This design comes from an exercise in tuning for small area, a short achievable clock period and few clock cycles per item on the open sky130 flow, not from production work.
At most, simulation tests tie the RTL to the original design; equivalence was not proved.

Setup of run 1:
Design chunk_inner_loop, start of the top module:
module chunk_inner_loop(
	input logic [511:0] chunk, output logic [255:0] hash,
	input logic valid, reset, clk,
	output logic ready
);
clock: 12.0 ns
lec_check: 0
cap_margin: 20
core_margin: 2
core_utilization: 70
place_density: 0.8
slew_margin: 20
standard.sh (not shown) runs the stock make flow with config.mk's settings and CLKGATE_MAP_FILE= SYNTH_SCRIPT=/design/flow/synth_recipe.tcl, a recipe that flattens the netlist after the stock synthesis.
==> flow/flow/run.sh <==
#!/bin/bash
# Layout: the standard flow (standard.sh, unchanged synthesis), with
#  - sky130_fd_sc_hd__buf_1 as the port buffer (every port still gets one),
#  - timing repair aimed at a setup slack of SETUP_SLACK_MARGIN ns, so the
#    design is repaired below the 12 ns constraint it is signed off at,
#  - a clock tree of clkbuf_8 buffers without dummy loads.
# make's full output goes to standard.log in the work folder; ORFS's per-step
# logs stay under orfs/logs/.
set -uo pipefail
cd "$(dirname "$0")/.."
bash standard.sh \
  "BUFFER_PORTS_ARGS=-buffer_cell sky130_fd_sc_hd__buf_1" \
  "SETUP_SLACK_MARGIN=7.35" \
  "CTS_ARGS=-sink_clustering_enable -repair_clock_nets -dont_use_dummy_load -buf_list sky130_fd_sc_hd__clkbuf_8" \
  finish > standard.log 2>&1
status=$?
tail -n 40 standard.log
exit $status
[flow] run 1 | stages: complete | final checks: fail | reason: max-capacitance violations, max-slew violations
Testbench counts of run 1, summed over its fixed seeds: cycles 12,680, items 192.
### run 1 -> run 2
- PLACE_DENSITY: 0.8 -> 0.68
- CORE_UTILIZATION: 70 -> 55
--- a/flow/flow/run.sh
+++ b/flow/flow/run.sh
@@ -13 +13 @@
-  "SETUP_SLACK_MARGIN=7.35" \
+  "SETUP_SLACK_MARGIN=7.3" \
### Flow results
Run 2 — average wire per cell in the routed design 1.7 um lower, run 1 as reference
The final layout from run 2, which completed every stage, passed the timing, DRC and antenna checks at the end of the flow.
Between run 2 and run 1, the sequential cell area in the final layout does not differ in any meaningful way.
Comparing run 1 and run 2, the lower layout filler cell count is on run 1.
When the final numbers for run 1 and run 2 were put side by side, the fraction of standard cell area in multi-input logic turned out to be smaller in run 2.
Run 1 → run 2: global-route wire length before repair down about 0.7%; total buffers and inverters traversed by the critical path higher.
[diff] worst setup margin, run 2 relative to run 1: improvement
Cell area after placement was lower in the run labelled run 1.
Run 2 ended up with in -> reg as its category of the critical setup timing path; run 1 ended up with reg -> reg.
Non-clock buffer count shrinks by a few percent when moving from run 1 to run 2.

---

chunk_inner_loop, a different RTL version from the one above (not shown whole).
Size: about 5,600 cells after synthesis, roughly 1,100 flip-flops, roughly 770 I/O pins, ~57,000 um2 of cells after synthesis.
export LEC_CHECK = 0
export CAP_MARGIN = 20
export CORE_MARGIN = 2
export CORE_UTILIZATION = 40
export SLEW_MARGIN = 20
create_clock -name core_clock -period 12.0 [get_ports {clk}]
==> flow/flow/run.sh <==
#!/bin/bash
# Layout: the standard flow (standard.sh, unchanged synthesis), with
#  - sky130_fd_sc_hd__buf_1 as the port buffer (every port still gets one),
#  - timing repair aimed at a setup slack of SETUP_SLACK_MARGIN ns, so the
#    design is repaired below the 12 ns constraint it is signed off at.
# make's full output goes to standard.log in the work folder; ORFS's per-step
# logs stay under orfs/logs/.
set -uo pipefail
cd "$(dirname "$0")/.."
bash standard.sh \
  "BUFFER_PORTS_ARGS=-buffer_cell sky130_fd_sc_hd__buf_1" \
  "SETUP_SLACK_MARGIN=8" \
  finish > standard.log 2>&1
status=$?
tail -n 40 standard.log
exit $status
The starting point produced a clean layout.
Testbench counts at the start, summed over its fixed seeds: cycles 12,488, items 192.
==> next run, changes <==
- CORE_UTILIZATION: 40 -> 60
- PLACE_DENSITY: unset -> 0.72
Via count came out higher by a few percent; non-clock buffer count falls by 1; cell count went down by a little under a tenth.

---

chunk_inner_loop, a different RTL version from the one above (not shown whole).
For scale: roughly 6500 cells after synthesis, roughly 1100 flip-flops, about 61000 sq um of cells after synthesis.
==> flow/config.mk <==
export PLATFORM = sky130hd
export DESIGN_NAME = chunk_inner_loop
export DESIGN_NICKNAME = chunk_inner_loop
export VERILOG_FILES = /design/flow/design.v
export SDC_FILE = /design/flow/constraint.sdc
export NUM_CORES = 4
export LEC_CHECK = 0
export CAP_MARGIN = 20
export CORE_MARGIN = 2
export CORE_UTILIZATION = 60
export PLACE_DENSITY = 0.72
export SLEW_MARGIN = 20
==> flow/constraint.sdc <==
create_clock -name core_clock -period 12.0 [get_ports {clk}]
set_input_delay 2.4000 -clock core_clock [delete_from_list [all_inputs] [get_ports {clk}]]
set_output_delay 2.4000 -clock core_clock [all_outputs]
set_load 0.01 [all_outputs]
==> flow/flow/run.sh <==
#!/bin/bash
# Layout: the standard flow (standard.sh, unchanged synthesis), with
#  - sky130_fd_sc_hd__buf_1 as the port buffer (every port still gets one),
#  - timing repair aimed at a setup slack of SETUP_SLACK_MARGIN ns, so the
#    design is repaired below the 12 ns constraint it is signed off at,
#  - a clock tree of clkbuf_8 buffers without dummy loads,
#  - no full/half adder cells (ADDER_MAP_FILE empty): adders stay plain gates
#    for abc, which maps them faster than the fa/ha cells. Registers are
#    unchanged.
# make's full output goes to standard.log in the work folder; ORFS's per-step
# logs stay under orfs/logs/.
set -uo pipefail
cd "$(dirname "$0")/.."
bash standard.sh \
  "BUFFER_PORTS_ARGS=-buffer_cell sky130_fd_sc_hd__buf_1" \
  "SETUP_SLACK_MARGIN=8" \
  "ADDER_MAP_FILE=" \
  "CTS_ARGS=-sink_clustering_enable -repair_clock_nets -dont_use_dummy_load -buf_list sky130_fd_sc_hd__clkbuf_8" \
  finish > standard.log 2>&1
status=$?
tail -n 40 standard.log
exit $status
==> next run, changes <==
--- a/flow/flow/run.sh
+++ b/flow/flow/run.sh
@@ -5,6 +5,3 @@
 #    design is repaired below the 12 ns constraint it is signed off at,
-#  - a clock tree of clkbuf_8 buffers without dummy loads,
-#  - no full/half adder cells (ADDER_MAP_FILE empty): adders stay plain gates
-#    for abc, which maps them faster than the fa/ha cells. Registers are
-#    unchanged.
+#  - a clock tree of clkbuf_8 buffers without dummy loads.
 # make's full output goes to standard.log in the work folder; ORFS's per-step
@@ -15,4 +12,3 @@
   "BUFFER_PORTS_ARGS=-buffer_cell sky130_fd_sc_hd__buf_1" \
-  "SETUP_SLACK_MARGIN=8" \
-  "ADDER_MAP_FILE=" \
+  "SETUP_SLACK_MARGIN=7.2" \
   "CTS_ARGS=-sink_clustering_enable -repair_clock_nets -dont_use_dummy_load -buf_list sky130_fd_sc_hd__clkbuf_8" \
Outcome: Clock-buffer cell count decreases by 4; register-to-register slack got worse by 20 ps; clock skew decreases by 8.9 ps; utilization falls by 3.9 points; synthesized area shrinks by 5.9%.
==> next run, changes <==
--- a/flow/flow/run.sh
+++ b/flow/flow/run.sh
@@ -12,3 +12,3 @@
   "BUFFER_PORTS_ARGS=-buffer_cell sky130_fd_sc_hd__buf_1" \
-  "SETUP_SLACK_MARGIN=7.2" \
+  "SETUP_SLACK_MARGIN=8" \
   "CTS_ARGS=-sink_clustering_enable -repair_clock_nets -dont_use_dummy_load -buf_list sky130_fd_sc_hd__clkbuf_8" \
What happened: The new run completed without violations; via count goes up by about 3.6%; worst hold slack hardly moves; die area stays the same.
No functional check of the RTL was part of any run of this note.

what the ideal ports hide:
The results above use ideal ports. As a check the final layouts listed here were re-extracted and re-timed, cells and wires unchanged.
Step 1 sets driving cells, clkbuf_16 on the clock port and buf_2 on the other inputs (assumed; they add their load-dependent delay and slew).
Step 2 also shifts input and output timing later by t, the mid clock arrival at the registers, as if the neighbouring blocks saw the same clock.
Slacks: ideal ports / drivers / drivers and shift; pairs: ideal ports / drivers.
| run | t, ns | slack for setup (ns) | hold slack, ns | worst setup path at the end | clock arrival spread, ns |
|---|---|---|---|---|---|
| run 1 | 0.910 | 6.203 / 6.203 / 6.203 | 0.420 / 0.420 / 0.420 | register to register | 0.086 / 0.086 |
| run 2 | 0.912 | 7.354 / 7.400 / 6.491 | 0.413 / 0.413 / 0.413 | input to register | 0.063 / 0.063 |
| the first run of note 2 | 0.839 | 6.923 / 6.923 / 6.923 | 0.425 / 0.425 / 0.425 | register to register | 0.073 / 0.074 |
| the second run of note 2 | 0.780 | 6.998 / 6.998 / 6.998 | 0.439 / 0.439 / 0.439 | register to register | 0.028 / 0.027 |
| the first run of note 3 | 0.907 | 7.089 / 7.089 / 7.089 | 0.424 / 0.424 / 0.424 | register to register | 0.082 / 0.082 |
| the second run of note 3 | 0.925 | 7.073 / 7.073 / 6.856 | 0.425 / 0.425 / 0.425 | input to register | 0.064 / 0.065 |
| the third run of note 3 | 0.922 | 7.066 / 7.066 / 7.066 | 0.423 / 0.423 / 0.423 | register to register | 0.060 / 0.060 |
The setup slack of run 2, which loses most, moves by +0.046 ns with the drivers and by -0.863 ns with both steps.
